Background: an optimization exercise with open tools, aiming at small area. Do not read the settings as production practice.
Where RTL was checked, it was by simulation tests only, not by an equivalence proof against the original.
No driver is modelled on the clock port, so clock power and skew are understated where the tree is cut down; a real chip needs a root buffer or a tree.
No activity file was given, so power comes from the tool's default toggle rates.

== job 289 ==
## top_bcd
module top_bcd(
    input clk, rst, button,
    output [6:0] seg,
    output [3:0] an
);
    wire [15:0] d;
    wire down;
    bcd BC1(.clk(clk), .reset(rst), .button(button), .d(d), .down(down));
    reg [7:0] r;
    reg [1:0] scan;
    wire z = ~(r[1] | r[2] | r[3] | r[5] | r[6]);
    wire fb = r[7] ^ (r[0] | r[4] | z);
    wire wrap = r[7] & ~r[0] & ~r[4] & z;    
    always @(posedge clk or posedge rst)
        if (rst) begin
            r <= 8'd0;
            scan <= 2'd0;
        end else begin
            r <= {r[6:0], fb};
            scan[0] <= scan[0] ^ wrap;
            scan[1] <= scan[1] ^ (wrap & scan[0]);
        end
    assign an[0] = ~(~scan[1] & ~scan[0]);
    assign an[1] = ~(~scan[1] &  scan[0]);
    assign an[2] = ~( scan[1] & ~scan[0]);
    assign an[3] = ~( scan[1] &  scan[0]);
    wire [3:0] v = (d[3:0] | {4{an[0]}}) & (d[7:4] | {4{an[1]}})
                 & (d[11:8] | {4{an[2]}}) & (d[15:12] | {4{an[3]}});
    wire [3:0] x;
    assign x[0] = v[0] ^ down;
    assign x[1] = v[1] ^ (down & v[3] & v[2]);
    assign x[2] = down ? (v[2] ^ v[1]) & ~v[3] : v[2];
    assign x[3] = down ? ~(v[3] | v[2] | v[1]) : v[3];
    reg [6:0] s;
    always @(*)
        case (x)
            4'd1: s = 7'b1111001;
            4'd2: s = 7'b0100100;
            4'd3: s = 7'b0110000;
            4'd4: s = 7'b0011001;
            4'd5: s = 7'b0010010;
            4'd6: s = 7'b0000010;
  ...
For scale: ~130 cells after synthesis, roughly 33 flip-flops, roughly 14 I/O pins, roughly 0.0014 sq mm of cells after synthesis.
==> module counter, before the edit <==
module counter(
    input clk, rst,
    input freeze,
    output tick_1
);
    reg [6:0] s;
    assign tick_1 = ~s[6] & s[5] & s[4] & s[3] & s[2] & s[0];
    wire jump = s[6] & s[5] & s[4] & ~s[3] & s[2] & s[1];
    wire fb = (~(s[6] ^ s[5]) ^ jump) | freeze;
    always @(posedge clk or posedge rst)
        if (rst) s <= 7'b1000011;
        else     s <= {s[5:0], fb};
endmodule
==> module bcd_digit, before the edit <==
module bcd_digit(
    input clk, reset,
    input e,                 
    output reg [3:0] d,
    output nine
);
    wire a = e & d[0];
    assign nine = d[3] & d[0];    
    always @(posedge clk or posedge reset)
        if (reset) d <= 4'd9;
        else begin
            d[0] <= d[0] ^ e;
            d[1] <= d[1] ^ (a & ~d[3]);
            d[2] <= d[2] ^ (a & d[1]);
            d[3] <= a ? (~d[3] & d[1] & d[2]) : d[3];
        end
endmodule
==> module bcd, before the edit <==
module bcd(
    input wire clk,
    input wire reset,
    input wire button,
    output wire [15:0] d,
    output wire down
);
    reg [3:0] t;
    assign down = t[3] & t[2];
    wire tick_1;
    counter tick_gen(.clk(clk), .rst(reset), .freeze(tick_1 & ~down & button),
                     .tick_1(tick_1));
    wire n0, n1, n2;
    wire all9 = n0 & n1 & n2 & t[3] & t[0];
    wire inc = tick_1 & (down | (~button & ~all9));
    wire e1 = inc & n0;
    wire e2 = e1 & n1;
    wire e3 = e2 & n2;
    bcd_digit u0(.clk(clk), .reset(reset), .e(inc), .d(d[3:0]),  .nine(n0));
    bcd_digit u1(.clk(clk), .reset(reset), .e(e1),  .d(d[7:4]),  .nine(n1));
    bcd_digit u2(.clk(clk), .reset(reset), .e(e2),  .d(d[11:8]), .nine(n2));
    assign d[15:12] = t;
    always @(posedge clk or posedge reset)
        if (reset) t <= 4'b1100;
        else if (e3) t <= t + 4'd1;
endmodule
Settings: LEC_CHECK=0, CAP_MARGIN=20, CORE_MARGIN=2, CORE_UTILIZATION=40, SLEW_MARGIN=20; clock period 100.0 ns.
standard.sh (not shown) runs the stock make flow with config.mk's settings and CLKGATE_MAP_FILE= SYNTH_SCRIPT=/design/flow/synth_recipe.tcl, a recipe that flattens the netlist after the stock synthesis.
==> flow/flow/run.sh <==
#!/bin/bash
# Own layout flow: the standard ORFS flow (standard.sh) with these changes
#  - ABC maps the logic with each of a few area-oriented scripts
#    (flow/abc_scripts.txt) and the smallest result is kept (flow/abc_pick.tcl); the
#    rest of the synthesis, and so every register, is the standard flow's own
#  - input and output ports are buffered with buf_1
#  - the clock tree is a few clock buffers fed straight from the clock port,
#    each driving a cluster of registers (flow/kbuf.tcl, flow/pre_cts.tcl)
# settings come from flow/settings.sh. Each tool's output goes to standard.log
# in this folder; ORFS's own per-step logs are under orfs/logs.
set -uo pipefail
W=$PWD
F=$W/flow
export MY_FLOW_DIR=$F
MY_CLKBUF=sky130_fd_sc_hd__clkbuf_8
MY_NCLKBUF=2
MY_CLK_SLEW=0.110
EXTRA=()
[ -f $F/settings.sh ] && source $F/settings.sh
export MY_CLKBUF MY_NCLKBUF MY_CLK_SLEW
{
  echo "source $F/abc_pick.tcl"
  cat $W/synth_recipe.tcl
} > $W/my_synth.tcl
bash $W/standard.sh SYNTH_SCRIPT=$W/my_synth.tcl \
  "BUFFER_PORTS_ARGS=-buffer_cell sky130_fd_sc_hd__buf_1" \
  PRE_CTS_TCL=$F/pre_cts.tcl "${EXTRA[@]}" finish > $W/standard.log 2>&1
Other scripts of this flow, unchanged in this note and not shown: flow/flow/abc_pick.tcl, flow/flow/abc_scripts.txt, flow/flow/kbuf.tcl, flow/flow/pre_cts.tcl, flow/flow/settings.sh
Job 289 went all the way through the flow, and no timing, DRC or antenna check failed.
What job 5385 does differently from job 289 at the input level:
--- a/flow/design.v
+++ b/flow/design.v
@@ -5,9 +5,9 @@
 );
     reg [6:0] s;
-    assign tick_1 = ~s[6] & s[5] & s[4] & s[3] & s[2] & s[0];
-    wire jump = s[6] & s[5] & s[4] & ~s[3] & s[2] & s[1];
-    wire fb = (~(s[6] ^ s[5]) ^ jump) | freeze;
+    assign tick_1 = ~s[6] & s[5] & s[4] & s[3] & s[2] & s[1] & s[0];
+    wire jump = s[6] & ~s[5] & s[3] & ~s[2] & ~s[1] & s[0];
+    wire fb = (~(s[6] ^ s[3]) ^ jump) | freeze;
     always @(posedge clk or posedge rst)
-        if (rst) s <= 7'b1000011;
+        if (rst) s <= 7'b0010011;
         else     s <= {s[5:0], fb};
 endmodule
@@ -15,16 +15,18 @@
     input clk, reset,
     input e,                 
-    output reg [3:0] d,
+    output [3:0] d,
     output nine
 );
+    reg [3:0] q;
+    assign d = q ^ 4'b1001;
     wire a = e & d[0];
     assign nine = d[3] & d[0];    
     always @(posedge clk or posedge reset)
-        if (reset) d <= 4'd9;
+        if (reset) q <= 4'b0000;
         else begin
-            d[0] <= d[0] ^ e;
-            d[1] <= d[1] ^ (a & ~d[3]);
-            d[2] <= d[2] ^ (a & d[1]);
-            d[3] <= a ? (~d[3] & d[1] & d[2]) : d[3];
+            q[0] <= q[0] ^ e;
+            q[1] <= q[1] ^ (a & ~d[3]);
+            q[2] <= q[2] ^ (a & d[1]);
+            q[3] <= a ? ~(~d[3] & d[1] & d[2]) : q[3];
         end
 endmodule
@@ -36,5 +38,6 @@
     output wire down
 );
-    reg [3:0] t;
+    reg [3:0] tq;
+    wire [3:0] t = tq ^ 4'b1100;
     assign down = t[3] & t[2];
     wire tick_1;
@@ -52,6 +55,6 @@
     assign d[15:12] = t;
     always @(posedge clk or posedge reset)
-        if (reset) t <= 4'b1100;
-        else if (e3) t <= t + 4'd1;
+        if (reset) tq <= 4'b0000;
+        else if (e3) tq <= (t + 4'd1) ^ 4'b1100;
 endmodule
 module top_bcd(
Notes after the runs:
Each of the runs, namely job 289 and job 5385, reached the end of the flow and came out clean.
The die used by job 5385 is larger than the one used by job 289.
Lower share of the synthesized area in compound gates (AO/OA/AOI/OAI) was reported by job 5385, not job 289.
Part of the power in combinational logic in job 5385 is 21 points below job 289.
Taking job 289 as the reference, in job 5385 total of max-cap violations ~0 delta, number of antenna violations at the first check in global routing flat, critical path depth went up 2, combinational power -95%.
Job 5385: register share of the cell area 1.6 points below job 289
Job 289 → job 5385: count of placed standard cells including taps increased by 2.1% relative to the old numbers, total detailed-routing wirelength up about 2.8%, cell area after placement saw an increase, cell-internal power went down by about 24%.
Function not checked in job 5385: the RTL went through the layout flow alone. No run of this note takes its clock network from TritonCTS; it comes from the design's own scripts or RTL.

top_bcd, a different RTL version from the one above (not shown whole).
For scale: about 130 cells after synthesis, roughly 33 flip-flops, roughly 14 I/O pins, ~0.0014 sq mm of cells after synthesis.
==> module top_bcd, before the edit <==
module top_bcd(
    input clk, rst, button,
    output [6:0] seg,
    output [3:0] an
);
    wire [15:0] d;
    wire down;
    bcd BC1(.clk(clk), .reset(rst), .button(button), .d(d), .down(down));
    reg [7:0] r;
    reg [1:0] scan;
    wire z = ~(r[1] | r[2] | r[3] | r[5] | r[6]);
    wire fb = r[7] ^ (r[0] | r[4] | z);
    wire wrap = r[7] & ~r[0] & ~r[4] & z;    
    always @(posedge clk or posedge rst)
        if (rst) begin
            r <= 8'd0;
            scan <= 2'd0;
        end else begin
            r <= {r[6:0], fb};
            scan[0] <= scan[0] ^ wrap;
            scan[1] <= scan[1] ^ (wrap & scan[0]);
        end
    assign an[0] = ~(~scan[1] & ~scan[0]);
    assign an[1] = ~(~scan[1] &  scan[0]);
    assign an[2] = ~( scan[1] & ~scan[0]);
    assign an[3] = ~( scan[1] &  scan[0]);
    wire [3:0] v = (d[3:0] | {4{an[0]}}) & (d[7:4] | {4{an[1]}})
                 & (d[11:8] | {4{an[2]}}) & (d[15:12] | {4{an[3]}});
    wire [3:0] x;
    assign x[0] = v[0] ^ down;
    assign x[1] = v[1] ^ (down & v[3] & v[2]);
    assign x[2] = down ? (v[2] ^ v[1]) & ~v[3] : v[2];
    assign x[3] = down ? ~(v[3] | v[2] | v[1]) : v[3];
    reg [6:0] s;
    always @(*)
        case (x)
            4'd1: s = 7'b1111001;
            4'd2: s = 7'b0100100;
            4'd3: s = 7'b0110000;
            4'd4: s = 7'b0011001;
            4'd5: s = 7'b0010010;
            4'd6: s = 7'b0000010;
            4'd7: s = 7'b1111000;
            4'd8: s = 7'b0000000;
            4'd9: s = 7'b0010000;
            4'd0: s = 7'b1000000;
            default: s = 7'bx;
        endcase
    assign seg = s;
endmodule
clock: 100.0 ns
lec_check: 0
cap_margin: 20
core_margin: 2
core_utilization: 40
slew_margin: 20
Scripts as last shown in full above: flow/flow/run.sh
Other scripts of this flow, unchanged in this note and not shown: flow/flow/abc_pick.tcl, flow/flow/abc_scripts.txt, flow/flow/kbuf.tcl, flow/flow/pre_cts.tcl, flow/flow/settings.sh
Rerun with:
--- a/flow/design.v
+++ b/flow/design.v
@@ -36,7 +36,7 @@
     output wire down
 );
     reg [3:0] t;
-    assign down = t[3] & t[2];
+    assign down = t[3] & (t[2] | t[1]);
     wire tick_1;
     counter tick_gen(.clk(clk), .rst(reset), .freeze(tick_1 & ~down & button),
                      .tick_1(tick_1));
@@ -50,9 +50,10 @@
     bcd_digit u1(.clk(clk), .reset(reset), .e(e1),  .d(d[7:4]),  .nine(n1));
     bcd_digit u2(.clk(clk), .reset(reset), .e(e2),  .d(d[11:8]), .nine(n2));
     assign d[15:12] = t;
+    wire k9 = t[3] & t[2] & t[0];
     always @(posedge clk or posedge reset)
-        if (reset) t <= 4'b1100;
-        else if (e3) t <= t + 4'd1;
+        if (reset) t <= 4'b1010;
+        else if (e3) t <= k9 ? 4'd0 : t + 4'd1;
 endmodule
 module top_bcd(
     input clk, rst, button,
@@ -84,7 +85,7 @@
                  & (d[11:8] | {4{an[2]}}) & (d[15:12] | {4{an[3]}});
     wire [3:0] x;
     assign x[0] = v[0] ^ down;
-    assign x[1] = v[1] ^ (down & v[3] & v[2]);
+    assign x[1] = v[1];
     assign x[2] = down ? (v[2] ^ v[1]) & ~v[3] : v[2];
     assign x[3] = down ? ~(v[3] | v[2] | v[1]) : v[3];
     reg [6:0] s;
Cell count rises slightly.
Core utilization increases by 0.33 points.
Worst hold slack degrades by 0.0059 ns.
Sequential power barely changes.
Combinational power is higher by about a fifth.
Area after synthesis rose slightly.
Routed wire length increases slightly.
First-iteration DRC count climbs by well over a third.
Register-to-register slack gains 0.07 ns.
Global-route usage rose by 0.57 points.
Maximum frequency decreases slightly.
Flip-flop and latch count does not change.
In every run of this note, the design's own scripts or RTL, not TritonCTS, make the clock network.

==> what the ideal ports hide <==
How much do the figures lean on ideal ports? The routed layouts below were timed once more, with nothing changed but the port constraints. Step 1 (the two cells are an assumption about what drives the block):
set clk [get_ports {clk}]
set_driving_cell -lib_cell sky130_fd_sc_hd__clkbuf_16 $clk
set_driving_cell -lib_cell sky130_fd_sc_hd__buf_2 [delete_from_list [all_inputs] $clk]
Step 2 also shifts input and output timing later by t, the mid clock arrival at the registers, as if the neighbouring blocks saw the same clock. a / b / c = ideal ports / drivers / drivers and shift; a / b = the first two.
run | t, ns | slack for setup (ns) | hold slack, ns | worst setup path after step 2 | worst slew at a driven data input, ns
job 289 | 0.192 | 77.605 / 77.568 / 77.759 | 0.379 / 0.379 / 0.379 | register to output | 0.03
job 5385 | 0.185 | 77.441 / 77.407 / 77.592 | 0.377 / 0.377 / 0.377 | register to output | 0.03
the first run of note 2 | 0.184 | 77.569 / 77.539 / 77.724 | 0.384 / 0.384 / 0.384 | register to output | 0.03
the second run of note 2 | 0.189 | 77.491 / 77.458 / 77.646 | 0.378 / 0.378 / 0.378 | register to output | 0.03
After both steps setup and hold are still met in every run listed.
